Background: an optimization exercise with open tools, aiming at small area and a short achievable clock period. Do not read the settings as production practice. Only simulation tests tie the RTL to the original design; equivalence was not proved. Power is estimated from default activity; no workload was simulated.

## flow/design.v (module list and top-level ports; edited modules follow where they fit)
// module FA: 10 lines
// module HA: 9 lines
// module PPG: 7 lines
// module NSP: 9 lines
// module NSN: 9 lines
// module NSNI: 9 lines
// module DEC: 12 lines
// module DECO: 8 lines
// module OLO: 8 lines
// module X2: 7 lines
// module ND2: 7 lines
// module ND2B: 7 lines
// module NR2: 7 lines
// module INV: 6 lines
// module OHI: 7 lines
// module RES7: 7 lines
// module MAC_R0: 182 lines
// module MAC_R1: 216 lines
// module MAC_R2: 224 lines
// module MAC_R3: 219 lines
// module MAC_R4: 218 lines
// module MAC_R5: 221 lines
// module MAC_R6: 221 lines
// module MAC_R7: 221 lines
// module PE_R0: 62 lines
// module PE_R1: 64 lines
// module PE_R2: 64 lines
// module PE_R3: 64 lines
// module PE_R4: 64 lines
// module PE_R5: 64 lines
// module PE_R6: 64 lines
// module PE_R7: 64 lines
// module SystolicArrayWS: 222 lines
module SystolicArrayWS #(
    parameter ARR_WIDTH  = 8,
    parameter ARR_HEIGHT = 8,
    parameter WORD_WIDTH = 8
) (
    input clk,
    input reset_n,
    input [1:0] control,
    input [WORD_WIDTH*ARR_WIDTH-1:0]  w_in_vec,
    input [WORD_WIDTH*ARR_HEIGHT-1:0] a_in_vec,
    output [WORD_WIDTH*4*ARR_WIDTH-1:0] ps_out_vec
);
  // ...
==> flow/flow/run.sh <==
#!/bin/bash
# Layout flow: the standard ORFS flow (standard.sh), with
#  - pin regions that follow the array's dataflow (io.tcl),
#  - timing repair aimed below the clock period (SETUP_SLACK_MARGIN),
#  - small port buffers (every port still gets one),
#  - other settings from settings.sh.
# Each tool's output stays in orfs/logs/; standard.sh's own output goes to standard.log.
set -euo pipefail
here=$(pwd)
source "$here/flow/settings.sh"
bash "$here/standard.sh" \
  IO_CONSTRAINTS="$here/flow/io.tcl" \
  SETUP_SLACK_MARGIN="$MARGIN" \
  BUFFER_PORTS_ARGS="-buffer_cell $PORT_BUF" \
  $EXTRA \
  finish > "$here/standard.log" 2>&1
==> flow/flow/io.tcl <==
# Pin regions that follow the array's dataflow: activations enter on the left
# (row 0 at the top), weights on the top (column 0 at the left), partial sums
# leave at the bottom (column 0 at the left), with control in the middle of
# the bottom edge, next to the output multiplexers it drives.
set block [ord::get_db_block]
set die [$block getDieArea]
set dbu [$block getDbUnitsPerMicron]
set w [expr {double([$die xMax] - [$die xMin]) / $dbu}]
set h [expr {double([$die yMax] - [$die yMin]) / $dbu}]
set m 4.0

proc seg {len n k m} {
  set step [expr {($len - 2 * $m) / $n}]
  set lo [expr {$m + $k * $step}]
  set hi [expr {$lo + $step}]
  return [list [format %.2f $lo] [format %.2f $hi]]
}

set span 450.0
set x0 [expr {($w - $span) / 2.0}]
set zeros {}
for {set c 0} {$c < 8} {incr c} {
  set pins {}
  for {set b 0} {$b < 19} {incr b} { lappend pins "ps_out_vec\[[expr {32 * $c + $b}]\]" }
  for {set b 19} {$b < 32} {incr b} { lappend zeros "ps_out_vec\[[expr {32 * $c + $b}]\]" }
  lassign [seg $span 8 $c 0] lo hi
  set lo [format %.2f [expr {$x0 + $lo}]]
  set hi [format %.2f [expr {$x0 + $hi}]]
  set_io_pin_constraint -pin_names $pins -region bottom:$lo-$hi
  lassign [seg $w 8 $c $m] lo hi

  set pins {}
  for {set b 0} {$b < 8} {incr b} { lappend pins "w_in_vec\[[expr {8 * $c + $b}]\]" }
  set_io_pin_constraint -pin_names $pins -region top:$lo-$hi
}
for {set r 0} {$r < 8} {incr r} {
  set pins {}
  for {set b 0} {$b < 8} {incr b} { lappend pins "a_in_vec\[[expr {8 * $r + $b}]\]" }
  # row 0 at the top of the left edge
  lassign [seg $h 8 [expr {7 - $r}] $m] lo hi
  set_io_pin_constraint -pin_names $pins -region left:$lo-$hi
}
# the outputs that are always 0 go on the right edge
set_io_pin_constraint -pin_names $zeros -region right:*
set mid [expr {$w / 2.0}]
set_io_pin_constraint -pin_names {control[0] control[1]} \
  -region bottom:[format %.2f [expr {$mid - 15}]]-[format %.2f [expr {$mid + 15}]]
==> flow/flow/settings.sh <==
MARGIN=5.75
PORT_BUF=sky130_fd_sc_hd__buf_2
EXTRA="CTS_CLUSTER_SIZE=30 CTS_CLUSTER_DIAMETER=100"
==> flow/standard.sh <==
#!/bin/bash
# synth_recipe.tcl (not shown) runs the flow's synth.tcl, then flattens the netlist and writes it again
# the make line also repeats each setting of config.mk as NAME=value (left out here)
make -C /OpenROAD-flow-scripts/flow DESIGN_CONFIG=/design/flow/config.mk WORK_HOME=/design/flow/orfs CLKGATE_MAP_FILE= SYNTH_SCRIPT=/design/flow/synth_recipe.tcl "${@:-finish}"
==> flow/config.mk <==
export PLATFORM = sky130hd
export DESIGN_NAME = SystolicArrayWS
export DESIGN_NICKNAME = SystolicArrayWS
export VERILOG_FILES = /design/flow/design.v
export SDC_FILE = /design/flow/constraint.sdc
export NUM_CORES = 8
export LEC_CHECK = 0
export CAP_MARGIN = 20
export CORE_MARGIN = 2
export CORE_UTILIZATION = 55
export SLEW_MARGIN = 20
export SYNTH_HIERARCHICAL = 1
export SYNTH_MINIMUM_KEEP_SIZE = 0
==> flow/constraint.sdc <==
create_clock -name core_clock -period 11.0 [get_ports {clk}]
set_input_delay 2.2000 -clock core_clock [delete_from_list [all_inputs] [get_ports {clk}]]
set_output_delay 2.2000 -clock core_clock [all_outputs]
set_load 0.01 [all_outputs]
==> qor.json, run 1 <==
{
  "finalMaxSlewViolations": 0,
  "ys_async_sr_fraction_pct": 100,
  "setup_slack_ns": 5.80,
  "place_hpwl_mm": 331,
  "status": "finished clean",
  "utilization_pct": 58.8,
  "final_total_power_mw": 15.7,
  "family_with_the_most_delay_on_the_worst_path": "simple AND/OR/NAND/NOR gates",
  "io_pins": 388,
  "timing.critical_path.cells": "buf_12 -> nand2b_2 -> and2_1 -> buf_2",
  "port-buffer-count": 283,
  "signal_arrival_time_at_the_worst_endpoint_ns": 3.00,
  "drive_above_1_share_pct": 10.8,
  "cts_num_sinks": 2360,
  "detailedRoute.firstIterationViolations": 7152,
  "yosys-top-cells-area": "fa_1, dfrtp_1, dfstp_2",
  "top_signal_layer_used": "met4",
  "synth_simple_gate_area_share_pct": 9.60,
  "timing.hold.worst_path_depth": 1,
  "multi_input_area_share_pct": 63.4,
  "met3_resource_use_gr_pct": 1.60,
  "clock-skew-final_ns": 0.0492,
  "layout.area.seq_um2": 60300,
  "synth_flop_cell": "dfrtp_1",
  "power.density_nw_per_um2": 78.3,
  "met2_usage_pct": 49.2,
  "htreeDepth": 3
}
==> module DEC, before the edit <==
module DEC (
    input  [1:0] control,
    output ld,
    output cp,
    output nld,
    output ncp
);
assign ld  = ~control[1] &  control[0];
assign cp  =  control[1] & ~control[0];
assign nld = ~ld;
assign ncp = ~cp;
endmodule
==> module DECO, before the edit <==
module DECO (
    input  [1:0] control,
    output ld,
    output nld
);
assign ld  = ~control[1] & control[0];
assign nld = control[1] | ~control[0];
endmodule
==> module PE_R0, before the edit <==
module PE_R0 #(
    parameter COL = 0
) (
    input clk,
    input reset_n,
    input ld,     
    input cp,     
    input nld,
    input ncp,
    input  [7:0] a_in,    
    input  [7:0] w_in,    
    output [7:0] an_out,
    output [7:0] wn_out,
    output [0:0] pc_out,
    output [15:0] ps_out
);
reg [7:0] an_reg;
reg [7:0] wn_reg;
reg [15:0] ps_reg;
reg [0:0] pc_reg;
assign an_out = an_reg;
assign wn_out = wn_reg;
assign ps_out = ps_reg;
assign pc_out = pc_reg;
wire [7:0] an_next;
wire [7:0] wn_next;
wire [15:0] ps_sum;
wire [15:0] ps_next;
wire [0:0] pc_sum;
wire [0:0] pc_next;
MAC_R0 u_mac (.wn(wn_reg), .an(an_reg), .yc(pc_sum), .y(ps_sum));
genvar i;
generate
    for (i = 0; i < 8; i = i + 1) begin : g_aw
        if (COL == 0) begin : g_a0
            NSNI u_nsa (.n1(ncp), .d(a_in[i]), .n2(nld), .q(an_reg[i]), .y(an_next[i]));
        end else begin : g_a
            NSN u_nsa (.n1(ncp), .d(a_in[i]), .n2(nld), .q(an_reg[i]), .y(an_next[i]));
        end
        NSNI u_nsw (.n1(nld), .d(w_in[i]), .n2(ncp), .q(wn_reg[i]), .y(wn_next[i]));
    end
    for (i = 0; i < 16; i = i + 1) begin : g_ps
        NSP u_nsp (.e1(cp), .d(ps_sum[i]), .e2(ld), .q(ps_reg[i]), .y(ps_next[i]));
    end
    for (i = 0; i < 1; i = i + 1) begin : g_pc
        NSP u_nsc (.e1(cp), .d(pc_sum[i]), .e2(ld), .q(pc_reg[i]), .y(pc_next[i]));
    end
endgenerate
always @(posedge clk or negedge reset_n) begin
    if (!reset_n) begin
        an_reg <= 8'hff;
        wn_reg <= 8'hff;
        ps_reg <= 0;
        pc_reg <= 0;
    end else begin
        an_reg <= an_next;
        wn_reg <= wn_next;
        ps_reg <= ps_next;
        pc_reg <= pc_next;
    end
end
endmodule
==> module PE_R1, before the edit <==
module PE_R1 #(
    parameter COL = 0
) (
    input clk,
    input reset_n,
    input ld,     
    input cp,     
    input nld,
    input ncp,
    input  [7:0] a_in,    
    input  [7:0] w_in,    
    input  [15:0] ps_in,
    input  [0:0] pc_in,
    output [7:0] an_out,
    output [7:0] wn_out,
    output [2:0] pc_out,
    output [16:0] ps_out
);
reg [7:0] an_reg;
reg [7:0] wn_reg;
reg [16:0] ps_reg;
reg [2:0] pc_reg;
assign an_out = an_reg;
assign wn_out = wn_reg;
assign ps_out = ps_reg;
assign pc_out = pc_reg;
wire [7:0] an_next;
wire [7:0] wn_next;
wire [16:0] ps_sum;
wire [16:0] ps_next;
wire [2:0] pc_sum;
wire [2:0] pc_next;
MAC_R1 u_mac (.wn(wn_reg), .an(an_reg), .p(ps_in), .pc(pc_in), .yc(pc_sum), .y(ps_sum));
genvar i;
generate
    for (i = 0; i < 8; i = i + 1) begin : g_aw
        if (COL == 0) begin : g_a0
            NSNI u_nsa (.n1(ncp), .d(a_in[i]), .n2(nld), .q(an_reg[i]), .y(an_next[i]));
        end else begin : g_a
            NSN u_nsa (.n1(ncp), .d(a_in[i]), .n2(nld), .q(an_reg[i]), .y(an_next[i]));
        end
        NSN u_nsw (.n1(nld), .d(w_in[i]), .n2(ncp), .q(wn_reg[i]), .y(wn_next[i]));
    end
    for (i = 0; i < 17; i = i + 1) begin : g_ps
        NSP u_nsp (.e1(cp), .d(ps_sum[i]), .e2(ld), .q(ps_reg[i]), .y(ps_next[i]));
    end
    for (i = 0; i < 3; i = i + 1) begin : g_pc
        NSP u_nsc (.e1(cp), .d(pc_sum[i]), .e2(ld), .q(pc_reg[i]), .y(pc_next[i]));
    end
endgenerate
always @(posedge clk or negedge reset_n) begin
    if (!reset_n) begin
        an_reg <= 8'hff;
        wn_reg <= 8'hff;
        ps_reg <= 0;
        pc_reg <= 0;
    end else begin
        an_reg <= an_next;
        wn_reg <= wn_next;
        ps_reg <= ps_next;
        pc_reg <= pc_next;
    end
end
endmodule
==> module PE_R2, before the edit <==
module PE_R2 #(
    parameter COL = 0
) (
    input clk,
    input reset_n,
    input ld,     
    input cp,     
    input nld,
    input ncp,
    input  [7:0] a_in,    
    input  [7:0] w_in,    
    input  [16:0] ps_in,
    input  [2:0] pc_in,
    output [7:0] an_out,
    output [7:0] wn_out,
    output [2:0] pc_out,
    output [17:0] ps_out
);
reg [7:0] an_reg;
reg [7:0] wn_reg;
reg [17:0] ps_reg;
reg [2:0] pc_reg;
assign an_out = an_reg;
assign wn_out = wn_reg;
assign ps_out = ps_reg;
assign pc_out = pc_reg;
wire [7:0] an_next;
wire [7:0] wn_next;
wire [17:0] ps_sum;
wire [17:0] ps_next;
wire [2:0] pc_sum;
wire [2:0] pc_next;
MAC_R2 u_mac (.wn(wn_reg), .an(an_reg), .p(ps_in), .pc(pc_in), .yc(pc_sum), .y(ps_sum));
genvar i;
generate
    for (i = 0; i < 8; i = i + 1) begin : g_aw
        if (COL == 0) begin : g_a0
            NSNI u_nsa (.n1(ncp), .d(a_in[i]), .n2(nld), .q(an_reg[i]), .y(an_next[i]));
        end else begin : g_a
            NSN u_nsa (.n1(ncp), .d(a_in[i]), .n2(nld), .q(an_reg[i]), .y(an_next[i]));
        end
        NSN u_nsw (.n1(nld), .d(w_in[i]), .n2(ncp), .q(wn_reg[i]), .y(wn_next[i]));
    end
    for (i = 0; i < 18; i = i + 1) begin : g_ps
        NSP u_nsp (.e1(cp), .d(ps_sum[i]), .e2(ld), .q(ps_reg[i]), .y(ps_next[i]));
    end
    for (i = 0; i < 3; i = i + 1) begin : g_pc
        NSP u_nsc (.e1(cp), .d(pc_sum[i]), .e2(ld), .q(pc_reg[i]), .y(pc_next[i]));
    end
endgenerate
always @(posedge clk or negedge reset_n) begin
    if (!reset_n) begin
        an_reg <= 8'hff;
        wn_reg <= 8'hff;
        ps_reg <= 0;
        pc_reg <= 0;
    end else begin
        an_reg <= an_next;
        wn_reg <= wn_next;
        ps_reg <= ps_next;
        pc_reg <= pc_next;
    end
end
endmodule
==> module PE_R3, before the edit <==
module PE_R3 #(
    parameter COL = 0
) (
    input clk,
    input reset_n,
    input ld,     
    input cp,     
    input nld,
    input ncp,
    input  [7:0] a_in,    
    input  [7:0] w_in,    
    input  [17:0] ps_in,
    input  [2:0] pc_in,
    output [7:0] an_out,
    output [7:0] wn_out,
    output [2:0] pc_out,
    output [17:0] ps_out
);
reg [7:0] an_reg;
reg [7:0] wn_reg;
reg [17:0] ps_reg;
reg [2:0] pc_reg;
assign an_out = an_reg;
assign wn_out = wn_reg;
assign ps_out = ps_reg;
assign pc_out = pc_reg;
wire [7:0] an_next;
wire [7:0] wn_next;
wire [17:0] ps_sum;
wire [17:0] ps_next;
wire [2:0] pc_sum;
wire [2:0] pc_next;
MAC_R3 u_mac (.wn(wn_reg), .an(an_reg), .p(ps_in), .pc(pc_in), .yc(pc_sum), .y(ps_sum));
genvar i;
generate
    for (i = 0; i < 8; i = i + 1) begin : g_aw
        if (COL == 0) begin : g_a0
            NSNI u_nsa (.n1(ncp), .d(a_in[i]), .n2(nld), .q(an_reg[i]), .y(an_next[i]));
        end else begin : g_a
            NSN u_nsa (.n1(ncp), .d(a_in[i]), .n2(nld), .q(an_reg[i]), .y(an_next[i]));
        end
        NSN u_nsw (.n1(nld), .d(w_in[i]), .n2(ncp), .q(wn_reg[i]), .y(wn_next[i]));
    end
    for (i = 0; i < 18; i = i + 1) begin : g_ps
        NSP u_nsp (.e1(cp), .d(ps_sum[i]), .e2(ld), .q(ps_reg[i]), .y(ps_next[i]));
    end
    for (i = 0; i < 3; i = i + 1) begin : g_pc
        NSP u_nsc (.e1(cp), .d(pc_sum[i]), .e2(ld), .q(pc_reg[i]), .y(pc_next[i]));
    end
endgenerate
always @(posedge clk or negedge reset_n) begin
    if (!reset_n) begin
        an_reg <= 8'hff;
        wn_reg <= 8'hff;
        ps_reg <= 0;
        pc_reg <= 0;
    end else begin
        an_reg <= an_next;
        wn_reg <= wn_next;
        ps_reg <= ps_next;
        pc_reg <= pc_next;
    end
end
endmodule
==> module PE_R4, before the edit <==
module PE_R4 #(
    parameter COL = 0
) (
    input clk,
    input reset_n,
    input ld,     
    input cp,     
    input nld,
    input ncp,
    input  [7:0] a_in,    
    input  [7:0] w_in,    
    input  [17:0] ps_in,
    input  [2:0] pc_in,
    output [7:0] an_out,
    output [7:0] wn_out,
    output [2:0] pc_out,
    output [18:0] ps_out
);
reg [7:0] an_reg;
reg [7:0] wn_reg;
reg [18:0] ps_reg;
reg [2:0] pc_reg;
assign an_out = an_reg;
assign wn_out = wn_reg;
assign ps_out = ps_reg;
assign pc_out = pc_reg;
wire [7:0] an_next;
wire [7:0] wn_next;
wire [18:0] ps_sum;
wire [18:0] ps_next;
wire [2:0] pc_sum;
wire [2:0] pc_next;
MAC_R4 u_mac (.wn(wn_reg), .an(an_reg), .p(ps_in), .pc(pc_in), .yc(pc_sum), .y(ps_sum));
genvar i;
generate
    for (i = 0; i < 8; i = i + 1) begin : g_aw
        if (COL == 0) begin : g_a0
            NSNI u_nsa (.n1(ncp), .d(a_in[i]), .n2(nld), .q(an_reg[i]), .y(an_next[i]));
        end else begin : g_a
            NSN u_nsa (.n1(ncp), .d(a_in[i]), .n2(nld), .q(an_reg[i]), .y(an_next[i]));
        end
        NSN u_nsw (.n1(nld), .d(w_in[i]), .n2(ncp), .q(wn_reg[i]), .y(wn_next[i]));
    end
    for (i = 0; i < 19; i = i + 1) begin : g_ps
        NSP u_nsp (.e1(cp), .d(ps_sum[i]), .e2(ld), .q(ps_reg[i]), .y(ps_next[i]));
    end
    for (i = 0; i < 3; i = i + 1) begin : g_pc
        NSP u_nsc (.e1(cp), .d(pc_sum[i]), .e2(ld), .q(pc_reg[i]), .y(pc_next[i]));
    end
endgenerate
always @(posedge clk or negedge reset_n) begin
    if (!reset_n) begin
        an_reg <= 8'hff;
        wn_reg <= 8'hff;
        ps_reg <= 0;
        pc_reg <= 0;
    end else begin
        an_reg <= an_next;
        wn_reg <= wn_next;
        ps_reg <= ps_next;
        pc_reg <= pc_next;
    end
end
endmodule
==> module PE_R5, before the edit <==
module PE_R5 #(
    parameter COL = 0
) (
    input clk,
    input reset_n,
    input ld,     
    input cp,     
    input nld,
    input ncp,
    input  [7:0] a_in,    
    input  [7:0] w_in,    
    input  [18:0] ps_in,
    input  [2:0] pc_in,
    output [7:0] an_out,
    output [7:0] wn_out,
    output [2:0] pc_out,
    output [18:0] ps_out
);
reg [7:0] an_reg;
reg [7:0] wn_reg;
reg [18:0] ps_reg;
reg [2:0] pc_reg;
assign an_out = an_reg;
assign wn_out = wn_reg;
assign ps_out = ps_reg;
assign pc_out = pc_reg;
wire [7:0] an_next;
wire [7:0] wn_next;
wire [18:0] ps_sum;
wire [18:0] ps_next;
wire [2:0] pc_sum;
wire [2:0] pc_next;
MAC_R5 u_mac (.wn(wn_reg), .an(an_reg), .p(ps_in), .pc(pc_in), .yc(pc_sum), .y(ps_sum));
genvar i;
generate
    for (i = 0; i < 8; i = i + 1) begin : g_aw
        if (COL == 0) begin : g_a0
            NSNI u_nsa (.n1(ncp), .d(a_in[i]), .n2(nld), .q(an_reg[i]), .y(an_next[i]));
        end else begin : g_a
            NSN u_nsa (.n1(ncp), .d(a_in[i]), .n2(nld), .q(an_reg[i]), .y(an_next[i]));
        end
        NSN u_nsw (.n1(nld), .d(w_in[i]), .n2(ncp), .q(wn_reg[i]), .y(wn_next[i]));
    end
    for (i = 0; i < 19; i = i + 1) begin : g_ps
        NSP u_nsp (.e1(cp), .d(ps_sum[i]), .e2(ld), .q(ps_reg[i]), .y(ps_next[i]));
    end
    for (i = 0; i < 3; i = i + 1) begin : g_pc
        NSP u_nsc (.e1(cp), .d(pc_sum[i]), .e2(ld), .q(pc_reg[i]), .y(pc_next[i]));
    end
endgenerate
always @(posedge clk or negedge reset_n) begin
    if (!reset_n) begin
        an_reg <= 8'hff;
        wn_reg <= 8'hff;
        ps_reg <= 0;
        pc_reg <= 0;
    end else begin
        an_reg <= an_next;
        wn_reg <= wn_next;
        ps_reg <= ps_next;
        pc_reg <= pc_next;
    end
end
endmodule
==> module PE_R6, before the edit <==
module PE_R6 #(
    parameter COL = 0
) (
    input clk,
    input reset_n,
    input ld,     
    input cp,     
    input nld,
    input ncp,
    input  [7:0] a_in,    
    input  [7:0] w_in,    
    input  [18:0] ps_in,
    input  [2:0] pc_in,
    output [7:0] an_out,
    output [7:0] wn_out,
    output [2:0] pc_out,
    output [18:0] ps_out
);
reg [7:0] an_reg;
reg [7:0] wn_reg;
reg [18:0] ps_reg;
reg [2:0] pc_reg;
assign an_out = an_reg;
assign wn_out = wn_reg;
assign ps_out = ps_reg;
assign pc_out = pc_reg;
wire [7:0] an_next;
wire [7:0] wn_next;
wire [18:0] ps_sum;
wire [18:0] ps_next;
wire [2:0] pc_sum;
wire [2:0] pc_next;
MAC_R6 u_mac (.wn(wn_reg), .an(an_reg), .p(ps_in), .pc(pc_in), .yc(pc_sum), .y(ps_sum));
genvar i;
generate
    for (i = 0; i < 8; i = i + 1) begin : g_aw
        if (COL == 0) begin : g_a0
            NSNI u_nsa (.n1(ncp), .d(a_in[i]), .n2(nld), .q(an_reg[i]), .y(an_next[i]));
        end else begin : g_a
            NSN u_nsa (.n1(ncp), .d(a_in[i]), .n2(nld), .q(an_reg[i]), .y(an_next[i]));
        end
        NSN u_nsw (.n1(nld), .d(w_in[i]), .n2(ncp), .q(wn_reg[i]), .y(wn_next[i]));
    end
    for (i = 0; i < 19; i = i + 1) begin : g_ps
        NSP u_nsp (.e1(cp), .d(ps_sum[i]), .e2(ld), .q(ps_reg[i]), .y(ps_next[i]));
    end
    for (i = 0; i < 3; i = i + 1) begin : g_pc
        NSP u_nsc (.e1(cp), .d(pc_sum[i]), .e2(ld), .q(pc_reg[i]), .y(pc_next[i]));
    end
endgenerate
always @(posedge clk or negedge reset_n) begin
    if (!reset_n) begin
        an_reg <= 8'hff;
        wn_reg <= 8'hff;
        ps_reg <= 0;
        pc_reg <= 0;
    end else begin
        an_reg <= an_next;
        wn_reg <= wn_next;
        ps_reg <= ps_next;
        pc_reg <= pc_next;
    end
end
endmodule
==> module PE_R7, before the edit <==
module PE_R7 #(
    parameter COL = 0
) (
    input clk,
    input reset_n,
    input ld,     
    input cp,     
    input nld,
    input ncp,
    input  [7:0] a_in,    
    input  [7:0] w_in,    
    input  [18:0] ps_in,
    input  [2:0] pc_in,
    output [7:0] an_out,
    output [7:0] wn_out,
    output [2:0] pc_out,
    output [18:0] ps_out
);
reg [7:0] an_reg;
reg [7:0] wn_reg;
reg [18:0] ps_reg;
reg [2:0] pc_reg;
assign an_out = an_reg;
assign wn_out = wn_reg;
assign ps_out = ps_reg;
assign pc_out = pc_reg;
wire [7:0] an_next;
wire [7:0] wn_next;
wire [18:0] ps_sum;
wire [18:0] ps_next;
wire [2:0] pc_sum;
wire [2:0] pc_next;
MAC_R7 u_mac (.wn(wn_reg), .an(an_reg), .p(ps_in), .pc(pc_in), .yc(pc_sum), .y(ps_sum));
genvar i;
generate
    for (i = 0; i < 8; i = i + 1) begin : g_aw
        if (COL == 0) begin : g_a0
            NSNI u_nsa (.n1(ncp), .d(a_in[i]), .n2(nld), .q(an_reg[i]), .y(an_next[i]));
        end else begin : g_a
            NSN u_nsa (.n1(ncp), .d(a_in[i]), .n2(nld), .q(an_reg[i]), .y(an_next[i]));
        end
        NSN u_nsw (.n1(nld), .d(w_in[i]), .n2(ncp), .q(wn_reg[i]), .y(wn_next[i]));
    end
    for (i = 0; i < 19; i = i + 1) begin : g_ps
        NSP u_nsp (.e1(cp), .d(ps_sum[i]), .e2(ld), .q(ps_reg[i]), .y(ps_next[i]));
    end
    for (i = 0; i < 3; i = i + 1) begin : g_pc
        NSP u_nsc (.e1(cp), .d(pc_sum[i]), .e2(ld), .q(pc_reg[i]), .y(pc_next[i]));
    end
endgenerate
always @(posedge clk or negedge reset_n) begin
    if (!reset_n) begin
        an_reg <= 8'hff;
        wn_reg <= 8'hff;
        ps_reg <= 0;
        pc_reg <= 0;
    end else begin
        an_reg <= an_next;
        wn_reg <= wn_next;
        ps_reg <= ps_next;
        pc_reg <= pc_next;
    end
end
endmodule
==> module SystolicArrayWS, before the edit <==
module SystolicArrayWS #(
    parameter ARR_WIDTH  = 8,
    parameter ARR_HEIGHT = 8,
    parameter WORD_WIDTH = 8
) (
    input clk,
    input reset_n,
    input [1:0] control,
    input [WORD_WIDTH*ARR_WIDTH-1:0]  w_in_vec,
    input [WORD_WIDTH*ARR_HEIGHT-1:0] a_in_vec,
    output [WORD_WIDTH*4*ARR_WIDTH-1:0] ps_out_vec
);
wire ld, cp, nld, ncp;
DEC u_dec (.control(control), .ld(ld), .cp(cp), .nld(nld), .ncp(ncp));
wire [7:0] wn_0 [0:7];
wire [7:0] wn_1 [0:7];
wire [7:0] wn_2 [0:7];
wire [7:0] wn_3 [0:7];
wire [7:0] wn_4 [0:7];
wire [7:0] wn_5 [0:7];
wire [7:0] wn_6 [0:7];
wire [7:0] wn_7 [0:7];
wire [7:0] wn_8 [0:7];
wire [7:0] an_0 [0:8];
wire [15:0] ps_0 [0:7];
wire [0:0] pc_0 [0:7];
wire [7:0] an_1 [0:8];
wire [16:0] ps_1 [0:7];
wire [2:0] pc_1 [0:7];
wire [7:0] an_2 [0:8];
wire [17:0] ps_2 [0:7];
wire [2:0] pc_2 [0:7];
wire [7:0] an_3 [0:8];
wire [17:0] ps_3 [0:7];
wire [2:0] pc_3 [0:7];
wire [7:0] an_4 [0:8];
wire [18:0] ps_4 [0:7];
wire [2:0] pc_4 [0:7];
wire [7:0] an_5 [0:8];
wire [18:0] ps_5 [0:7];
wire [2:0] pc_5 [0:7];
wire [7:0] an_6 [0:8];
wire [18:0] ps_6 [0:7];
wire [2:0] pc_6 [0:7];
wire [7:0] an_7 [0:8];
wire [18:0] ps_7 [0:7];
wire [2:0] pc_7 [0:7];
genvar c;
generate
    for (c = 0; c < 8; c = c + 1) begin : g_in
        assign wn_0[c] = w_in_vec[c*8 +: 8];
    end
    assign an_0[0] = a_in_vec[0 +: 8];
    assign an_1[0] = a_in_vec[8 +: 8];
    assign an_2[0] = a_in_vec[16 +: 8];
    assign an_3[0] = a_in_vec[24 +: 8];
    assign an_4[0] = a_in_vec[32 +: 8];
    assign an_5[0] = a_in_vec[40 +: 8];
    assign an_6[0] = a_in_vec[48 +: 8];
    assign an_7[0] = a_in_vec[56 +: 8];
    for (c = 0; c < 8; c = c + 1) begin : g_row0
        PE_R0 #(.COL(c)) pe_unit (
            .clk(clk),
            .reset_n(reset_n),
            .ld(ld),
            .cp(cp),
            .nld(nld),
            .ncp(ncp),
            .a_in(an_0[c]),
            .w_in(wn_0[c]),
            .an_out(an_0[c+1]),
            .wn_out(wn_1[c]),
            .pc_out(pc_0[c]),
            .ps_out(ps_0[c])
        );
    end
    for (c = 0; c < 8; c = c + 1) begin : g_row1
        PE_R1 #(.COL(c)) pe_unit (
            .clk(clk),
            .reset_n(reset_n),
            .ld(ld),
            .cp(cp),
            .nld(nld),
            .ncp(ncp),
            .a_in(an_1[c]),
            .w_in(wn_1[c]),
            .ps_in(ps_0[c]),
            .pc_in(pc_0[c]),
            .an_out(an_1[c+1]),
            .wn_out(wn_2[c]),
            .pc_out(pc_1[c]),
            .ps_out(ps_1[c])
        );
    end
    for (c = 0; c < 8; c = c + 1) begin : g_row2
        PE_R2 #(.COL(c)) pe_unit (
            .clk(clk),
            .reset_n(reset_n),
            .ld(ld),
            .cp(cp),
            .nld(nld),
            .ncp(ncp),
            .a_in(an_2[c]),
            .w_in(wn_2[c]),
            .ps_in(ps_1[c]),
            .pc_in(pc_1[c]),
            .an_out(an_2[c+1]),
            .wn_out(wn_3[c]),
            .pc_out(pc_2[c]),
            .ps_out(ps_2[c])
        );
    end
    for (c = 0; c < 8; c = c + 1) begin : g_row3
        PE_R3 #(.COL(c)) pe_unit (
            .clk(clk),
            .reset_n(reset_n),
            .ld(ld),
            .cp(cp),
            .nld(nld),
            .ncp(ncp),
            .a_in(an_3[c]),
            .w_in(wn_3[c]),
            .ps_in(ps_2[c]),
            .pc_in(pc_2[c]),
            .an_out(an_3[c+1]),
            .wn_out(wn_4[c]),
            .pc_out(pc_3[c]),
            .ps_out(ps_3[c])
        );
    end
    for (c = 0; c < 8; c = c + 1) begin : g_row4
        PE_R4 #(.COL(c)) pe_unit (
            .clk(clk),
            .reset_n(reset_n),
            .ld(ld),
            .cp(cp),
            .nld(nld),
            .ncp(ncp),
            .a_in(an_4[c]),
            .w_in(wn_4[c]),
            .ps_in(ps_3[c]),
            .pc_in(pc_3[c]),
            .an_out(an_4[c+1]),
            .wn_out(wn_5[c]),
            .pc_out(pc_4[c]),
            .ps_out(ps_4[c])
        );
    end
    for (c = 0; c < 8; c = c + 1) begin : g_row5
        PE_R5 #(.COL(c)) pe_unit (
            .clk(clk),
            .reset_n(reset_n),
            .ld(ld),
            .cp(cp),
            .nld(nld),
            .ncp(ncp),
            .a_in(an_5[c]),
            .w_in(wn_5[c]),
            .ps_in(ps_4[c]),
            .pc_in(pc_4[c]),
            .an_out(an_5[c+1]),
            .wn_out(wn_6[c]),
            .pc_out(pc_5[c]),
            .ps_out(ps_5[c])
        );
    end
    for (c = 0; c < 8; c = c + 1) begin : g_row6
        PE_R6 #(.COL(c)) pe_unit (
            .clk(clk),
            .reset_n(reset_n),
            .ld(ld),
            .cp(cp),
            .nld(nld),
            .ncp(ncp),
            .a_in(an_6[c]),
            .w_in(wn_6[c]),
            .ps_in(ps_5[c]),
            .pc_in(pc_5[c]),
            .an_out(an_6[c+1]),
            .wn_out(wn_7[c]),
            .pc_out(pc_6[c]),
            .ps_out(ps_6[c])
        );
    end
    for (c = 0; c < 8; c = c + 1) begin : g_row7
        PE_R7 #(.COL(c)) pe_unit (
            .clk(clk),
            .reset_n(reset_n),
            .ld(ld),
            .cp(cp),
            .nld(nld),
            .ncp(ncp),
            .a_in(an_7[c]),
            .w_in(wn_7[c]),
            .ps_in(ps_6[c]),
            .pc_in(pc_6[c]),
            .an_out(an_7[c+1]),
            .wn_out(wn_8[c]),
            .pc_out(pc_7[c]),
            .ps_out(ps_7[c])
        );
    end
    for (c = 0; c < 8; c = c + 1) begin : g_out
        wire old, onld;
        wire [18:0] p7;
        assign p7[8:0] = ps_7[c][8:0];
        RES7 u_res (.s(ps_7[c][18:9]), .pc(pc_7[c]), .y(p7[18:9]));
        DECO u_deco (.control(control), .ld(old), .nld(onld));
        genvar b;
        for (b = 0; b < 8; b = b + 1) begin : g_lo
            wire t1, t2;
            ND2B u_t1 (.a_n(wn_8[c][b]), .b(old), .y(t1));
            ND2 u_t2 (.a(onld), .b(p7[b]), .y(t2));
            ND2 u_o (.a(t1), .b(t2), .y(ps_out_vec[c*32+b]));
        end
        for (b = 8; b < 19; b = b + 1) begin : g_hi
            OHI u_o (.nld(onld), .p(p7[b]), .y(ps_out_vec[c*32+b]));
        end
        assign ps_out_vec[c*32+31:c*32+19] = 13'd0;
    end
endgenerate
endmodule
==> run 2: changes to the inputs <==
--- a/flow/design.v
+++ b/flow/design.v
@@ -53,23 +53,33 @@
 endmodule
 module DEC (
     input  [1:0] control,
+    input  valid,
     output ld,
     output cp,
     output nld,
-    output ncp
-);
-assign ld  = ~control[1] &  control[0];
-assign cp  =  control[1] & ~control[0];
-assign nld = ~ld;
-assign ncp = ~cp;
+    output ncp,
+    output ldv,
+    output cpv,
+    output nldv,
+    output ncpv
+);
+assign ld   = ~control[1] &  control[0];
+assign cp   =  control[1] & ~control[0];
+assign nld  = ~ld;
+assign ncp  = ~cp;
+assign ldv  = ld & valid;
+assign cpv  = cp & valid;
+assign nldv = ~ldv;
+assign ncpv = ~cpv;
 endmodule
 module DECO (
     input  [1:0] control,
-    output ld,
-    output nld
+    input  valid,
+    output sw,
+    output sp
 );
-assign ld  = ~control[1] & control[0];
-assign nld = control[1] | ~control[0];
+assign sw = ~control[1] & control[0] & valid;
+assign sp = (control[1] | ~control[0]) & valid;
 endmodule
 module OLO (
     input  ld,
@@ -1853,11 +1863,12 @@
     parameter COL = 0
 ) (
     input clk,
-    input reset_n,
-    input ld,     
-    input cp,     
-    input nld,
-    input ncp,
+    input ldv,    
+    input cpv,    
+    input nldv,
+    input ncpv,
+    input nld,    
+    input ncp,    
     input  [7:0] a_in,    
     input  [7:0] w_in,    
     output [7:0] an_out,
@@ -1884,42 +1895,36 @@
 generate
     for (i = 0; i < 8; i = i + 1) begin : g_aw
         if (COL == 0) begin : g_a0
-            NSNI u_nsa (.n1(ncp), .d(a_in[i]), .n2(nld), .q(an_reg[i]), .y(an_next[i]));
+            NSNI u_nsa (.n1(ncp), .d(a_in[i]), .n2(nldv), .q(an_reg[i]), .y(an_next[i]));
         end else begin : g_a
-            NSN u_nsa (.n1(ncp), .d(a_in[i]), .n2(nld), .q(an_reg[i]), .y(an_next[i]));
+            NSN u_nsa (.n1(ncpv), .d(a_in[i]), .n2(nldv), .q(an_reg[i]), .y(an_next[i]));
         end
-        NSNI u_nsw (.n1(nld), .d(w_in[i]), .n2(ncp), .q(wn_reg[i]), .y(wn_next[i]));
+        NSNI u_nsw (.n1(nld), .d(w_in[i]), .n2(ncpv), .q(wn_reg[i]), .y(wn_next[i]));
     end
     for (i = 0; i < 16; i = i + 1) begin : g_ps
-        NSP u_nsp (.e1(cp), .d(ps_sum[i]), .e2(ld), .q(ps_reg[i]), .y(ps_next[i]));
+        NSP u_nsp (.e1(cpv), .d(ps_sum[i]), .e2(ldv), .q(ps_reg[i]), .y(ps_next[i]));
     end
     for (i = 0; i < 1; i = i + 1) begin : g_pc
-        NSP u_nsc (.e1(cp), .d(pc_sum[i]), .e2(ld), .q(pc_reg[i]), .y(pc_next[i]));
+        NSP u_nsc (.e1(cpv), .d(pc_sum[i]), .e2(ldv), .q(pc_reg[i]), .y(pc_next[i]));
     end
 endgenerate
-always @(posedge clk or negedge reset_n) begin
-    if (!reset_n) begin
-        an_reg <= 8'hff;
-        wn_reg <= 8'hff;
-        ps_reg <= 0;
-        pc_reg <= 0;
-    end else begin
-        an_reg <= an_next;
-        wn_reg <= wn_next;
-        ps_reg <= ps_next;
-        pc_reg <= pc_next;
-    end
+always @(posedge clk) begin
+    an_reg <= an_next;
+    wn_reg <= wn_next;
+    ps_reg <= ps_next;
+    pc_reg <= pc_next;
 end
 endmodule
 module PE_R1 #(
     parameter COL = 0
 ) (
     input clk,
-    input reset_n,
-    input ld,     
-    input cp,     
-    input nld,
-    input ncp,
+    input ldv,    
+    input cpv,    
+    input nldv,
+    input ncpv,
+    input nld,    
+    input ncp,    
     input  [7:0] a_in,    
     input  [7:0] w_in,    
     input  [15:0] ps_in,
@@ -1948,42 +1953,36 @@
 generate
     for (i = 0; i < 8; i = i + 1) begin : g_aw
         if (COL == 0) begin : g_a0
-            NSNI u_nsa (.n1(ncp), .d(a_in[i]), .n2(nld), .q(an_reg[i]), .y(an_next[i]));
+            NSNI u_nsa (.n1(ncp), .d(a_in[i]), .n2(nldv), .q(an_reg[i]), .y(an_next[i]));
         end else begin : g_a
-            NSN u_nsa (.n1(ncp), .d(a_in[i]), .n2(nld), .q(an_reg[i]), .y(an_next[i]));
+            NSN u_nsa (.n1(ncpv), .d(a_in[i]), .n2(nldv), .q(an_reg[i]), .y(an_next[i]));
         end
-        NSN u_nsw (.n1(nld), .d(w_in[i]), .n2(ncp), .q(wn_reg[i]), .y(wn_next[i]));
+        NSN u_nsw (.n1(nldv), .d(w_in[i]), .n2(ncpv), .q(wn_reg[i]), .y(wn_next[i]));
     end
     for (i = 0; i < 17; i = i + 1) begin : g_ps
-        NSP u_nsp (.e1(cp), .d(ps_sum[i]), .e2(ld), .q(ps_reg[i]), .y(ps_next[i]));
+        NSP u_nsp (.e1(cpv), .d(ps_sum[i]), .e2(ldv), .q(ps_reg[i]), .y(ps_next[i]));
     end
     for (i = 0; i < 3; i = i + 1) begin : g_pc
-        NSP u_nsc (.e1(cp), .d(pc_sum[i]), .e2(ld), .q(pc_reg[i]), .y(pc_next[i]));
+        NSP u_nsc (.e1(cpv), .d(pc_sum[i]), .e2(ldv), .q(pc_reg[i]), .y(pc_next[i]));
     end
 endgenerate
-always @(posedge clk or negedge reset_n) begin
-    if (!reset_n) begin
-        an_reg <= 8'hff;
-        wn_reg <= 8'hff;
-        ps_reg <= 0;
-        pc_reg <= 0;
-    end else begin
-        an_reg <= an_next;
-        wn_reg <= wn_next;
-        ps_reg <= ps_next;
-        pc_reg <= pc_next;
-    end
+always @(posedge clk) begin
+    an_reg <= an_next;
+    wn_reg <= wn_next;
+    ps_reg <= ps_next;
+    pc_reg <= pc_next;
 end
 endmodule
 module PE_R2 #(
     parameter COL = 0
 ) (
     input clk,
-    input reset_n,
-    input ld,     
-    input cp,     
-    input nld,
-    input ncp,
+    input ldv,    
+    input cpv,    
+    input nldv,
+    input ncpv,
+    input nld,    
+    input ncp,    
     input  [7:0] a_in,    
     input  [7:0] w_in,    
     input  [16:0] ps_in,
@@ -2012,42 +2011,36 @@
 generate
     for (i = 0; i < 8; i = i + 1) begin : g_aw
         if (COL == 0) begin : g_a0
-            NSNI u_nsa (.n1(ncp), .d(a_in[i]), .n2(nld), .q(an_reg[i]), .y(an_next[i]));
+            NSNI u_nsa (.n1(ncp), .d(a_in[i]), .n2(nldv), .q(an_reg[i]), .y(an_next[i]));
         end else begin : g_a
-            NSN u_nsa (.n1(ncp), .d(a_in[i]), .n2(nld), .q(an_reg[i]), .y(an_next[i]));
+            NSN u_nsa (.n1(ncpv), .d(a_in[i]), .n2(nldv), .q(an_reg[i]), .y(an_next[i]));
         end
-        NSN u_nsw (.n1(nld), .d(w_in[i]), .n2(ncp), .q(wn_reg[i]), .y(wn_next[i]));
+        NSN u_nsw (.n1(nldv), .d(w_in[i]), .n2(ncpv), .q(wn_reg[i]), .y(wn_next[i]));
     end
     for (i = 0; i < 18; i = i + 1) begin : g_ps
-        NSP u_nsp (.e1(cp), .d(ps_sum[i]), .e2(ld), .q(ps_reg[i]), .y(ps_next[i]));
+        NSP u_nsp (.e1(cpv), .d(ps_sum[i]), .e2(ldv), .q(ps_reg[i]), .y(ps_next[i]));
     end
     for (i = 0; i < 3; i = i + 1) begin : g_pc
-        NSP u_nsc (.e1(cp), .d(pc_sum[i]), .e2(ld), .q(pc_reg[i]), .y(pc_next[i]));
+        NSP u_nsc (.e1(cpv), .d(pc_sum[i]), .e2(ldv), .q(pc_reg[i]), .y(pc_next[i]));
     end
 endgenerate
-always @(posedge clk or negedge reset_n) begin
-    if (!reset_n) begin
-        an_reg <= 8'hff;
-        wn_reg <= 8'hff;
-        ps_reg <= 0;
-        pc_reg <= 0;
-    end else begin
-        an_reg <= an_next;
-        wn_reg <= wn_next;
-        ps_reg <= ps_next;
-        pc_reg <= pc_next;
-    end
+always @(posedge clk) begin
+    an_reg <= an_next;
+    wn_reg <= wn_next;
+    ps_reg <= ps_next;
+    pc_reg <= pc_next;
 end
 endmodule
 module PE_R3 #(
     parameter COL = 0
 ) (
     input clk,
-    input reset_n,
-    input ld,     
-    input cp,     
-    input nld,
-    input ncp,
+    input ldv,    
+    input cpv,    
+    input nldv,
+    input ncpv,
+    input nld,    
+    input ncp,    
     input  [7:0] a_in,    
     input  [7:0] w_in,    
     input  [17:0] ps_in,
@@ -2076,42 +2069,36 @@
 generate
     for (i = 0; i < 8; i = i + 1) begin : g_aw
         if (COL == 0) begin : g_a0
-            NSNI u_nsa (.n1(ncp), .d(a_in[i]), .n2(nld), .q(an_reg[i]), .y(an_next[i]));
+            NSNI u_nsa (.n1(ncp), .d(a_in[i]), .n2(nldv), .q(an_reg[i]), .y(an_next[i]));
         end else begin : g_a
-            NSN u_nsa (.n1(ncp), .d(a_in[i]), .n2(nld), .q(an_reg[i]), .y(an_next[i]));
+            NSN u_nsa (.n1(ncpv), .d(a_in[i]), .n2(nldv), .q(an_reg[i]), .y(an_next[i]));
         end
-        NSN u_nsw (.n1(nld), .d(w_in[i]), .n2(ncp), .q(wn_reg[i]), .y(wn_next[i]));
+        NSN u_nsw (.n1(nldv), .d(w_in[i]), .n2(ncpv), .q(wn_reg[i]), .y(wn_next[i]));
     end
     for (i = 0; i < 18; i = i + 1) begin : g_ps
-        NSP u_nsp (.e1(cp), .d(ps_sum[i]), .e2(ld), .q(ps_reg[i]), .y(ps_next[i]));
+        NSP u_nsp (.e1(cpv), .d(ps_sum[i]), .e2(ldv), .q(ps_reg[i]), .y(ps_next[i]));
     end
     for (i = 0; i < 3; i = i + 1) begin : g_pc
-        NSP u_nsc (.e1(cp), .d(pc_sum[i]), .e2(ld), .q(pc_reg[i]), .y(pc_next[i]));
+        NSP u_nsc (.e1(cpv), .d(pc_sum[i]), .e2(ldv), .q(pc_reg[i]), .y(pc_next[i]));
     end
 endgenerate
-always @(posedge clk or negedge reset_n) begin
-    if (!reset_n) begin
-        an_reg <= 8'hff;
-        wn_reg <= 8'hff;
-        ps_reg <= 0;
-        pc_reg <= 0;
-    end else begin
-        an_reg <= an_next;
-        wn_reg <= wn_next;
-        ps_reg <= ps_next;
-        pc_reg <= pc_next;
-    end
+always @(posedge clk) begin
+    an_reg <= an_next;
+    wn_reg <= wn_next;
+    ps_reg <= ps_next;
+    pc_reg <= pc_next;
 end
 endmodule
 module PE_R4 #(
     parameter COL = 0
 ) (
     input clk,
-    input reset_n,
-    input ld,     
-    input cp,     
-    input nld,
-    input ncp,
+    input ldv,    
+    input cpv,    
+    input nldv,
+    input ncpv,
+    input nld,    
+    input ncp,    
     input  [7:0] a_in,    
     input  [7:0] w_in,    
     input  [17:0] ps_in,
@@ -2140,42 +2127,36 @@
 generate
     for (i = 0; i < 8; i = i + 1) begin : g_aw
         if (COL == 0) begin : g_a0
-            NSNI u_nsa (.n1(ncp), .d(a_in[i]), .n2(nld), .q(an_reg[i]), .y(an_next[i]));
+            NSNI u_nsa (.n1(ncp), .d(a_in[i]), .n2(nldv), .q(an_reg[i]), .y(an_next[i]));
         end else begin : g_a
-            NSN u_nsa (.n1(ncp), .d(a_in[i]), .n2(nld), .q(an_reg[i]), .y(an_next[i]));
+            NSN u_nsa (.n1(ncpv), .d(a_in[i]), .n2(nldv), .q(an_reg[i]), .y(an_next[i]));
         end
-        NSN u_nsw (.n1(nld), .d(w_in[i]), .n2(ncp), .q(wn_reg[i]), .y(wn_next[i]));
+        NSN u_nsw (.n1(nldv), .d(w_in[i]), .n2(ncpv), .q(wn_reg[i]), .y(wn_next[i]));
     end
     for (i = 0; i < 19; i = i + 1) begin : g_ps
-        NSP u_nsp (.e1(cp), .d(ps_sum[i]), .e2(ld), .q(ps_reg[i]), .y(ps_next[i]));
+        NSP u_nsp (.e1(cpv), .d(ps_sum[i]), .e2(ldv), .q(ps_reg[i]), .y(ps_next[i]));
     end
     for (i = 0; i < 3; i = i + 1) begin : g_pc
-        NSP u_nsc (.e1(cp), .d(pc_sum[i]), .e2(ld), .q(pc_reg[i]), .y(pc_next[i]));
+        NSP u_nsc (.e1(cpv), .d(pc_sum[i]), .e2(ldv), .q(pc_reg[i]), .y(pc_next[i]));
     end
 endgenerate
-always @(posedge clk or negedge reset_n) begin
-    if (!reset_n) begin
-        an_reg <= 8'hff;
-        wn_reg <= 8'hff;
-        ps_reg <= 0;
-        pc_reg <= 0;
-    end else begin
-        an_reg <= an_next;
-        wn_reg <= wn_next;
-        ps_reg <= ps_next;
-        pc_reg <= pc_next;
-    end
+always @(posedge clk) begin
+    an_reg <= an_next;
+    wn_reg <= wn_next;
+    ps_reg <= ps_next;
+    pc_reg <= pc_next;
 end
 endmodule
 module PE_R5 #(
     parameter COL = 0
 ) (
     input clk,
-    input reset_n,
-    input ld,     
-    input cp,     
-    input nld,
-    input ncp,
+    input ldv,    
+    input cpv,    
+    input nldv,
+    input ncpv,
+    input nld,    
+    input ncp,    
     input  [7:0] a_in,    
     input  [7:0] w_in,    
     input  [18:0] ps_in,
@@ -2204,42 +2185,36 @@
 generate
     for (i = 0; i < 8; i = i + 1) begin : g_aw
         if (COL == 0) begin : g_a0
-            NSNI u_nsa (.n1(ncp), .d(a_in[i]), .n2(nld), .q(an_reg[i]), .y(an_next[i]));
+            NSNI u_nsa (.n1(ncp), .d(a_in[i]), .n2(nldv), .q(an_reg[i]), .y(an_next[i]));
         end else begin : g_a
-            NSN u_nsa (.n1(ncp), .d(a_in[i]), .n2(nld), .q(an_reg[i]), .y(an_next[i]));
+            NSN u_nsa (.n1(ncpv), .d(a_in[i]), .n2(nldv), .q(an_reg[i]), .y(an_next[i]));
         end
-        NSN u_nsw (.n1(nld), .d(w_in[i]), .n2(ncp), .q(wn_reg[i]), .y(wn_next[i]));
+        NSN u_nsw (.n1(nldv), .d(w_in[i]), .n2(ncpv), .q(wn_reg[i]), .y(wn_next[i]));
     end
     for (i = 0; i < 19; i = i + 1) begin : g_ps
-        NSP u_nsp (.e1(cp), .d(ps_sum[i]), .e2(ld), .q(ps_reg[i]), .y(ps_next[i]));
+        NSP u_nsp (.e1(cpv), .d(ps_sum[i]), .e2(ldv), .q(ps_reg[i]), .y(ps_next[i]));
     end
     for (i = 0; i < 3; i = i + 1) begin : g_pc
-        NSP u_nsc (.e1(cp), .d(pc_sum[i]), .e2(ld), .q(pc_reg[i]), .y(pc_next[i]));
+        NSP u_nsc (.e1(cpv), .d(pc_sum[i]), .e2(ldv), .q(pc_reg[i]), .y(pc_next[i]));
     end
 endgenerate
-always @(posedge clk or negedge reset_n) begin
-    if (!reset_n) begin
-        an_reg <= 8'hff;
-        wn_reg <= 8'hff;
-        ps_reg <= 0;
-        pc_reg <= 0;
-    end else begin
-        an_reg <= an_next;
-        wn_reg <= wn_next;
-        ps_reg <= ps_next;
-        pc_reg <= pc_next;
-    end
+always @(posedge clk) begin
+    an_reg <= an_next;
+    wn_reg <= wn_next;
+    ps_reg <= ps_next;
+    pc_reg <= pc_next;
 end
 endmodule
 module PE_R6 #(
     parameter COL = 0
 ) (
     input clk,
-    input reset_n,
-    input ld,     
-    input cp,     
-    input nld,
-    input ncp,
+    input ldv,    
+    input cpv,    
+    input nldv,
+    input ncpv,
+    input nld,    
+    input ncp,    
     input  [7:0] a_in,    
     input  [7:0] w_in,    
     input  [18:0] ps_in,
@@ -2268,42 +2243,36 @@
 generate
     for (i = 0; i < 8; i = i + 1) begin : g_aw
         if (COL == 0) begin : g_a0
-            NSNI u_nsa (.n1(ncp), .d(a_in[i]), .n2(nld), .q(an_reg[i]), .y(an_next[i]));
+            NSNI u_nsa (.n1(ncp), .d(a_in[i]), .n2(nldv), .q(an_reg[i]), .y(an_next[i]));
         end else begin : g_a
-            NSN u_nsa (.n1(ncp), .d(a_in[i]), .n2(nld), .q(an_reg[i]), .y(an_next[i]));
+            NSN u_nsa (.n1(ncpv), .d(a_in[i]), .n2(nldv), .q(an_reg[i]), .y(an_next[i]));
         end
-        NSN u_nsw (.n1(nld), .d(w_in[i]), .n2(ncp), .q(wn_reg[i]), .y(wn_next[i]));
+        NSN u_nsw (.n1(nldv), .d(w_in[i]), .n2(ncpv), .q(wn_reg[i]), .y(wn_next[i]));
     end
     for (i = 0; i < 19; i = i + 1) begin : g_ps
-        NSP u_nsp (.e1(cp), .d(ps_sum[i]), .e2(ld), .q(ps_reg[i]), .y(ps_next[i]));
+        NSP u_nsp (.e1(cpv), .d(ps_sum[i]), .e2(ldv), .q(ps_reg[i]), .y(ps_next[i]));
     end
     for (i = 0; i < 3; i = i + 1) begin : g_pc
-        NSP u_nsc (.e1(cp), .d(pc_sum[i]), .e2(ld), .q(pc_reg[i]), .y(pc_next[i]));
+        NSP u_nsc (.e1(cpv), .d(pc_sum[i]), .e2(ldv), .q(pc_reg[i]), .y(pc_next[i]));
     end
 endgenerate
-always @(posedge clk or negedge reset_n) begin
-    if (!reset_n) begin
-        an_reg <= 8'hff;
-        wn_reg <= 8'hff;
-        ps_reg <= 0;
-        pc_reg <= 0;
-    end else begin
-        an_reg <= an_next;
-        wn_reg <= wn_next;
-        ps_reg <= ps_next;
-        pc_reg <= pc_next;
-    end
+always @(posedge clk) begin
+    an_reg <= an_next;
+    wn_reg <= wn_next;
+    ps_reg <= ps_next;
+    pc_reg <= pc_next;
 end
 endmodule
 module PE_R7 #(
     parameter COL = 0
 ) (
     input clk,
-    input reset_n,
-    input ld,     
-    input cp,     
-    input nld,
-    input ncp,
+    input ldv,    
+    input cpv,    
+    input nldv,
+    input ncpv,
+    input nld,    
+    input ncp,    
     input  [7:0] a_in,    
     input  [7:0] w_in,    
     input  [18:0] ps_in,
@@ -2332,31 +2301,24 @@
 generate
     for (i = 0; i < 8; i = i + 1) begin : g_aw
         if (COL == 0) begin : g_a0
-            NSNI u_nsa (.n1(ncp), .d(a_in[i]), .n2(nld), .q(an_reg[i]), .y(an_next[i]));
+            NSNI u_nsa (.n1(ncp), .d(a_in[i]), .n2(nldv), .q(an_reg[i]), .y(an_next[i]));
         end else begin : g_a
-            NSN u_nsa (.n1(ncp), .d(a_in[i]), .n2(nld), .q(an_reg[i]), .y(an_next[i]));
+            NSN u_nsa (.n1(ncpv), .d(a_in[i]), .n2(nldv), .q(an_reg[i]), .y(an_next[i]));
         end
-        NSN u_nsw (.n1(nld), .d(w_in[i]), .n2(ncp), .q(wn_reg[i]), .y(wn_next[i]));
+        NSN u_nsw (.n1(nldv), .d(w_in[i]), .n2(ncpv), .q(wn_reg[i]), .y(wn_next[i]));
     end
     for (i = 0; i < 19; i = i + 1) begin : g_ps
-        NSP u_nsp (.e1(cp), .d(ps_sum[i]), .e2(ld), .q(ps_reg[i]), .y(ps_next[i]));
+        NSP u_nsp (.e1(cpv), .d(ps_sum[i]), .e2(ldv), .q(ps_reg[i]), .y(ps_next[i]));
     end
     for (i = 0; i < 3; i = i + 1) begin : g_pc
-        NSP u_nsc (.e1(cp), .d(pc_sum[i]), .e2(ld), .q(pc_reg[i]), .y(pc_next[i]));
+        NSP u_nsc (.e1(cpv), .d(pc_sum[i]), .e2(ldv), .q(pc_reg[i]), .y(pc_next[i]));
     end
 endgenerate
-always @(posedge clk or negedge reset_n) begin
-    if (!reset_n) begin
-        an_reg <= 8'hff;
-        wn_reg <= 8'hff;
-        ps_reg <= 0;
-        pc_reg <= 0;
-    end else begin
-        an_reg <= an_next;
-        wn_reg <= wn_next;
-        ps_reg <= ps_next;
-        pc_reg <= pc_next;
-    end
+always @(posedge clk) begin
+    an_reg <= an_next;
+    wn_reg <= wn_next;
+    ps_reg <= ps_next;
+    pc_reg <= pc_next;
 end
 endmodule
 module SystolicArrayWS #(
@@ -2371,8 +2333,14 @@
     input [WORD_WIDTH*ARR_HEIGHT-1:0] a_in_vec,
     output [WORD_WIDTH*4*ARR_WIDTH-1:0] ps_out_vec
 );
-wire ld, cp, nld, ncp;
-DEC u_dec (.control(control), .ld(ld), .cp(cp), .nld(nld), .ncp(ncp));
+reg valid;
+always @(posedge clk or negedge reset_n) begin
+    if (!reset_n) valid <= 1'b0;
+    else          valid <= 1'b1;
+end
+wire ld, cp, nld, ncp, ldv, cpv, nldv, ncpv;
+DEC u_dec (.control(control), .valid(valid), .ld(ld), .cp(cp), .nld(nld), .ncp(ncp),
+           .ldv(ldv), .cpv(cpv), .nldv(nldv), .ncpv(ncpv));
 wire [7:0] wn_0 [0:7];
 wire [7:0] wn_1 [0:7];
 wire [7:0] wn_2 [0:7];
@@ -2422,9 +2390,10 @@
     for (c = 0; c < 8; c = c + 1) begin : g_row0
         PE_R0 #(.COL(c)) pe_unit (
             .clk(clk),
-            .reset_n(reset_n),
-            .ld(ld),
-            .cp(cp),
+            .ldv(ldv),
+            .cpv(cpv),
+            .nldv(nldv),
+            .ncpv(ncpv),
             .nld(nld),
             .ncp(ncp),
             .a_in(an_0[c]),
@@ -2438,9 +2407,10 @@
     for (c = 0; c < 8; c = c + 1) begin : g_row1
         PE_R1 #(.COL(c)) pe_unit (
             .clk(clk),
-            .reset_n(reset_n),
-            .ld(ld),
-            .cp(cp),
+            .ldv(ldv),
+            .cpv(cpv),
+            .nldv(nldv),
+            .ncpv(ncpv),
             .nld(nld),
             .ncp(ncp),
             .a_in(an_1[c]),
@@ -2456,9 +2426,10 @@
     for (c = 0; c < 8; c = c + 1) begin : g_row2
         PE_R2 #(.COL(c)) pe_unit (
             .clk(clk),
-            .reset_n(reset_n),
-            .ld(ld),
-            .cp(cp),
+            .ldv(ldv),
+            .cpv(cpv),
+            .nldv(nldv),
+            .ncpv(ncpv),
             .nld(nld),
             .ncp(ncp),
             .a_in(an_2[c]),
@@ -2474,9 +2445,10 @@
     for (c = 0; c < 8; c = c + 1) begin : g_row3
         PE_R3 #(.COL(c)) pe_unit (
             .clk(clk),
-            .reset_n(reset_n),
-            .ld(ld),
-            .cp(cp),
+            .ldv(ldv),
+            .cpv(cpv),
+            .nldv(nldv),
+            .ncpv(ncpv),
             .nld(nld),
             .ncp(ncp),
             .a_in(an_3[c]),
@@ -2492,9 +2464,10 @@
     for (c = 0; c < 8; c = c + 1) begin : g_row4
         PE_R4 #(.COL(c)) pe_unit (
             .clk(clk),
-            .reset_n(reset_n),
-            .ld(ld),
-            .cp(cp),
+            .ldv(ldv),
+            .cpv(cpv),
+            .nldv(nldv),
+            .ncpv(ncpv),
             .nld(nld),
             .ncp(ncp),
             .a_in(an_4[c]),
@@ -2510,9 +2483,10 @@
     for (c = 0; c < 8; c = c + 1) begin : g_row5
         PE_R5 #(.COL(c)) pe_unit (
             .clk(clk),
-            .reset_n(reset_n),
-            .ld(ld),
-            .cp(cp),
+            .ldv(ldv),
+            .cpv(cpv),
+            .nldv(nldv),
+            .ncpv(ncpv),
             .nld(nld),
             .ncp(ncp),
             .a_in(an_5[c]),
@@ -2528,9 +2502,10 @@
     for (c = 0; c < 8; c = c + 1) begin : g_row6
         PE_R6 #(.COL(c)) pe_unit (
             .clk(clk),
-            .reset_n(reset_n),
-            .ld(ld),
-            .cp(cp),
+            .ldv(ldv),
+            .cpv(cpv),
+            .nldv(nldv),
+            .ncpv(ncpv),
             .nld(nld),
             .ncp(ncp),
             .a_in(an_6[c]),
@@ -2546,9 +2521,10 @@
     for (c = 0; c < 8; c = c + 1) begin : g_row7
         PE_R7 #(.COL(c)) pe_unit (
             .clk(clk),
-            .reset_n(reset_n),
-            .ld(ld),
-            .cp(cp),
+            .ldv(ldv),
+            .cpv(cpv),
+            .nldv(nldv),
+            .ncpv(ncpv),
             .nld(nld),
             .ncp(ncp),
             .a_in(an_7[c]),
@@ -2562,20 +2538,20 @@
         );
     end
     for (c = 0; c < 8; c = c + 1) begin : g_out
-        wire old, onld;
+        wire sw, sp;
         wire [18:0] p7;
         assign p7[8:0] = ps_7[c][8:0];
         RES7 u_res (.s(ps_7[c][18:9]), .pc(pc_7[c]), .y(p7[18:9]));
-        DECO u_deco (.control(control), .ld(old), .nld(onld));
+        DECO u_deco (.control(control), .valid(valid), .sw(sw), .sp(sp));
         genvar b;
         for (b = 0; b < 8; b = b + 1) begin : g_lo
             wire t1, t2;
-            ND2B u_t1 (.a_n(wn_8[c][b]), .b(old), .y(t1));
-            ND2 u_t2 (.a(onld), .b(p7[b]), .y(t2));
+            ND2B u_t1 (.a_n(wn_8[c][b]), .b(sw), .y(t1));
+            ND2 u_t2 (.a(sp), .b(p7[b]), .y(t2));
             ND2 u_o (.a(t1), .b(t2), .y(ps_out_vec[c*32+b]));
         end
         for (b = 8; b < 19; b = b + 1) begin : g_hi
-            OHI u_o (.nld(onld), .p(p7[b]), .y(ps_out_vec[c*32+b]));
+            OHI u_o (.nld(sp), .p(p7[b]), .y(ps_out_vec[c*32+b]));
         end
         assign ps_out_vec[c*32+31:c*32+19] = 13'd0;
     end
==> run 2 against run 1 <==
Compared with the run above: utilization up 0.35 points; die area down 6.8%; synthesized area down 6.9%; global-route usage down 0.20 points; hold slack worse by 0.026 ns; routed wire length down 6.5%; design area down 6.6%; clock skew down 0.012 ns; fmax down 1.3%; largest cell class unchanged.
==> qor.json, run 2 <==
{
  "status": {"value": "finished clean", "change": "unchanged"},
  "worst-r2r-cell-count": {"value": 11, "change": "was 12"},
  "place_hpwl": {"value": 315, "unit": "mm", "change": "was 331 mm"},
  "grt_util_all_layers": {"value": 26.4, "unit": "%", "change": "was 26.6%"},
  "hp-start": {"value": "g_row7[5].pe_unit.ps_reg[8]$_DFF_P_", "change": "was g_row7[0].pe_unit.ps_reg[10]$_DFF_PN0_"},
  "ctsLongestPathBuffers": {"value": 4, "change": "unchanged"},
  "post_syn_area": {"value": 176000, "unit": "um2", "change": "was 189000 um2"},
  "drv_cap": {"value": 0, "change": "unchanged"},
  "drtPass1Iterations": {"value": 5, "change": "was 6"},
  "die_height": {"value": 569, "unit": "um", "change": "was 590 um"},
  "die_x": {"value": 569, "unit": "um", "change": "was 590 um"},
  "grt_pass1_wl": {"value": 696, "unit": "mm", "change": "was 749 mm"},
  "number_of_global_route_vias_before_repair": {"value": 130000, "change": "was 138000"},
  "die_area": {"value": 324000, "unit": "um2", "change": "was 348000 um2"},
  "utilization": {"value": 59.1, "unit": "%", "change": "was 58.8%"},
  "fp-row-count": {"value": 207, "change": "was 215"},
  "clkPwrFrac": {"value": 40.4, "unit": "%", "change": "was 37.9%"},
  "timing.critical_path.cells": {"value": "buf_16 -> inv_8 -> a21boi_4 -> buf_12 -> clkbuf_16 -> and2_1 -> buf_2", "change": "was buf_12 -> nand2b_2 -> and2_1 -> buf_2"},
  "max_freq": {"value": 190, "unit": "MHz", "change": "was 192 MHz"},
  "initial_core_util": {"value": 55.3, "unit": "%", "change": "was 55.1%"},
  "seq_power_share": {"value": 57.0, "unit": "%", "change": "was 57.3%"},
  "setup_slack": {"value": 5.73, "unit": "ns", "change": "was 5.80 ns"},
  "grt_setup_unrepaired": {"value": "yes", "change": "was no"},
  "finalMaxSlewViolations": {"value": 0, "change": "unchanged"},
  "crit_path_max_fanout": {"value": 7, "change": "was 21"},
  "cpMaxStageDelayCell": {"value": "a21boi_4", "change": "was nand2b_2"},
  "setup.worst_path.start_class": {"value": "input pin", "change": "unchanged"},
  "drt-vias-per-instance": {"value": 5.97, "change": "was 6.06"},
  "post_drt_wl_per_cell": {"value": 21.7, "unit": "um", "change": "was 22.8 um"},
  "static-leakage-power": {"value": 89.7, "unit": "nW", "change": "was 100 nW"},
  "drcViolationCount": {"value": 0, "change": "unchanged"},
  "grt_start_max_net_pins": {"value": 205, "change": "was 201"},
  "setup_total_negative_slack": {"value": 0, "unit": "ns", "change": "unchanged"},
  "crit_type": {"value": "in2out", "change": "unchanged"},
  "htreeDepth": {"value": 4, "change": "was 3"},
  "layout.area.seq": {"value": 47300, "unit": "um2", "change": "was 60300 um2"},
  "final_global_route_overflow_total": {"value": 0, "change": "unchanged"},
  "min_to": {"value": "g_row7[5].pe_unit.ps_reg[8]$_DFF_P_", "change": "was g_row7[0].pe_unit.ps_reg[10]$_DFF_PN0_"},
  "power.combinational.fraction": {"value": 2.6, "unit": "%", "change": "was 4.8%"},
  "cts_num_sinks": {"value": 2361, "change": "was 2360"},
  "critical-path-max-stage-delay": {"value": 0.16, "unit": "ns", "change": "was 0.29 ns"},
  "root_buffer": {"value": "clkbuf_16", "change": "unchanged"},
  "clock-skew-final": {"value": 0.0376, "unit": "ns", "change": "was 0.0492 ns"},
  "relSlewSlack": {"value": 17.3, "unit": "%", "change": "was 22.2%"},
  "routed-via-count": {"value": 115000, "change": "was 119000"},
  "multi_input_comb_area": {"value": 128000, "unit": "um2", "change": "about the same"},
  "gp_routability_congestion": {"value": 0.862, "change": "was 0.871"},
  "end_kind": {"value": "output port", "change": "unchanged"},
  "area_growth": {"value": 6.95, "unit": "%", "change": "was 6.58%"},
  "post-route-period-util": {"value": 47.9, "unit": "%", "change": "was 47.3%"},
  "final_total_power": {"value": 15.2, "unit": "mW", "change": "was 15.7 mW"},
  "io_pins": {"value": 388, "change": "unchanged"},
  "setup_viol": {"value": 0, "change": "unchanged"},
  "timing.hold.worst_path_depth": {"value": 1, "change": "unchanged"},
  "synth-warning-count": {"value": 71, "change": "unchanged"},
  "cts-hold-fix-buffers": {"value": 0, "change": "unchanged"},
  "power.density": {"value": 81.1, "unit": "nW/um2", "change": "was 78.3 nW/um2"},
  "detailedRoute.firstIterationViolations": {"value": 6281, "change": "was 7152"},
  "fin_nets": {"value": 19700, "change": "about the same"},
  "netSwitchingPower": {"value": 3.85, "unit": "mW", "change": "was 4.27 mW"},
  "signal_arrival_time_at_the_worst_endpoint": {"value": 3.07, "unit": "ns", "change": "was 3.00 ns"},
  "drive_above_1_share": {"value": 4.21, "unit": "%", "change": "was 10.8%"},
  "final_common_cell": {"value": "nor2_1", "change": "unchanged"},
  "cts_made_buffers": {"value": 138, "change": "was 125"},
  "clock_insertion_delay_worst_skew": {"value": 0.88, "unit": "ns", "change": "was 0.97 ns"},
  "holdWs": {"value": 0.484, "unit": "ns", "change": "was 0.509 ns"},
  "timing.final.hold_violations": {"value": 0, "change": "unchanged"},
  "power_switching_share": {"value": 25.3, "unit": "%", "change": "was 27.1%"},
  "port-buffer-count": {"value": 283, "change": "unchanged"},
  "tritoncts": {"value": "done", "change": "unchanged"},
  "post_detailed_routing_wire_length": {"value": 416, "unit": "mm", "change": "was 445 mm"}
}
## run 2: worst max-delay path: cells and delay by family
| kind | cells | cell delay, ns |
|---|---|---|
| AOI/OAI and AO/OA | 1 | 0.16 |
| and+or+nand+nor | 1 | 0.11 |
| buffers and inverters | 5 | 0.58 |
## run 2: per-layer routing
layer	up-vias	GRT usage, %	share of wire [%]	wire length [um]
met5	-	0	0	0
met4	0	6.41	2.4	10000
met3	568	1.74	2.7	11400
met2	2169	49.9	56	234000
met1	62000	32.9	39	161000
li1	49900	-	-	-
## run 2: metrics by stage
| stage | std cells | instance area (um2) |
|---|---|---|
| floorplan | 14500 | 176000 |
| global placement | 18900 | 182000 |
| detailed placement | 18900 | 182000 |
| CTS | 19200 | 188000 |
| global route | 19200 | 188000 |
| finish | 19200 | 188000 |
## run 2: worst max-delay path by stage
stage,cells after the start,endpoint,slack (ns),from
floorplan,2,g_row0[1].pe_unit.an_reg[0]$_DFF_P_,-10.87,control[0]
global placement,5,ps_out_vec[242],4.96,control[1]
detailed placement,5,ps_out_vec[241],4.85,control[1]
CTS,5,ps_out_vec[160],5.75,control[0]
global route,7,ps_out_vec[238],5.70,control[1]
finish,7,ps_out_vec[238],5.73,control[1]
## run 2: final cells by class
type                       count  area share, %
clock inverter                89          0.635
timing repair buffer         344           1.26
multi-input combinational  11900           67.9
inverter                     152          0.308
tap                         4180           2.78
sequential                  2361           25.2
clock buffer                 155           1.96
antenna                        2        0.00266
## run 2: timing repair
item	4_1_cts	5_1_grt
resized for setup	32	38
pin swaps	8	3
endpoints found under the setup margin	152	151
setup buffers	12	1
cloned	0	5
## run 2: power groups by stage
stage	clock network, mW	registers, mW	logic [mW]
after floorplan	0	8.83	0.278
after global placement	0	8.88	0.358
after detailed placement	0	8.89	0.371
after CTS	6.36	8.69	0.384
after global routing	6.65	8.70	0.434
final	6.15	8.69	0.395

==> separate check: timing with driven ports <==
No port has a modelled driver above. Below, the same layouts with a new extraction and two added sets of constraints. Step 1: set_driving_cell puts a clkbuf_16 on clk and a buf_2 on each other input, an assumption about the parent block. Step 2 moves the port delays by t, midway between the first and last clock arrival at a register: inputs arrive t later, outputs are due t later. That takes back most of the time a late clock gives input paths. Three values: ideal ports, drivers, drivers and shift; two values: the first two.
run	t (ns)	setup slack, ns	hold slack, ns	latest minus earliest clock arrival (ns)	worst data-port slew with drivers (ns)
run 1	1.055	5.800 / 5.685 / 5.685	0.509 / 0.509 / 0.509	0.060 / 0.060	0.13
run 2	0.957	5.734 / 5.599 / 5.599	0.484 / 0.484 / 0.484	0.049 / 0.050	0.14
After both steps setup and hold are still met in every run listed. For run 2, which loses most, drivers alone change the setup slack by -0.135 ns; drivers and shift together by -0.135 ns.
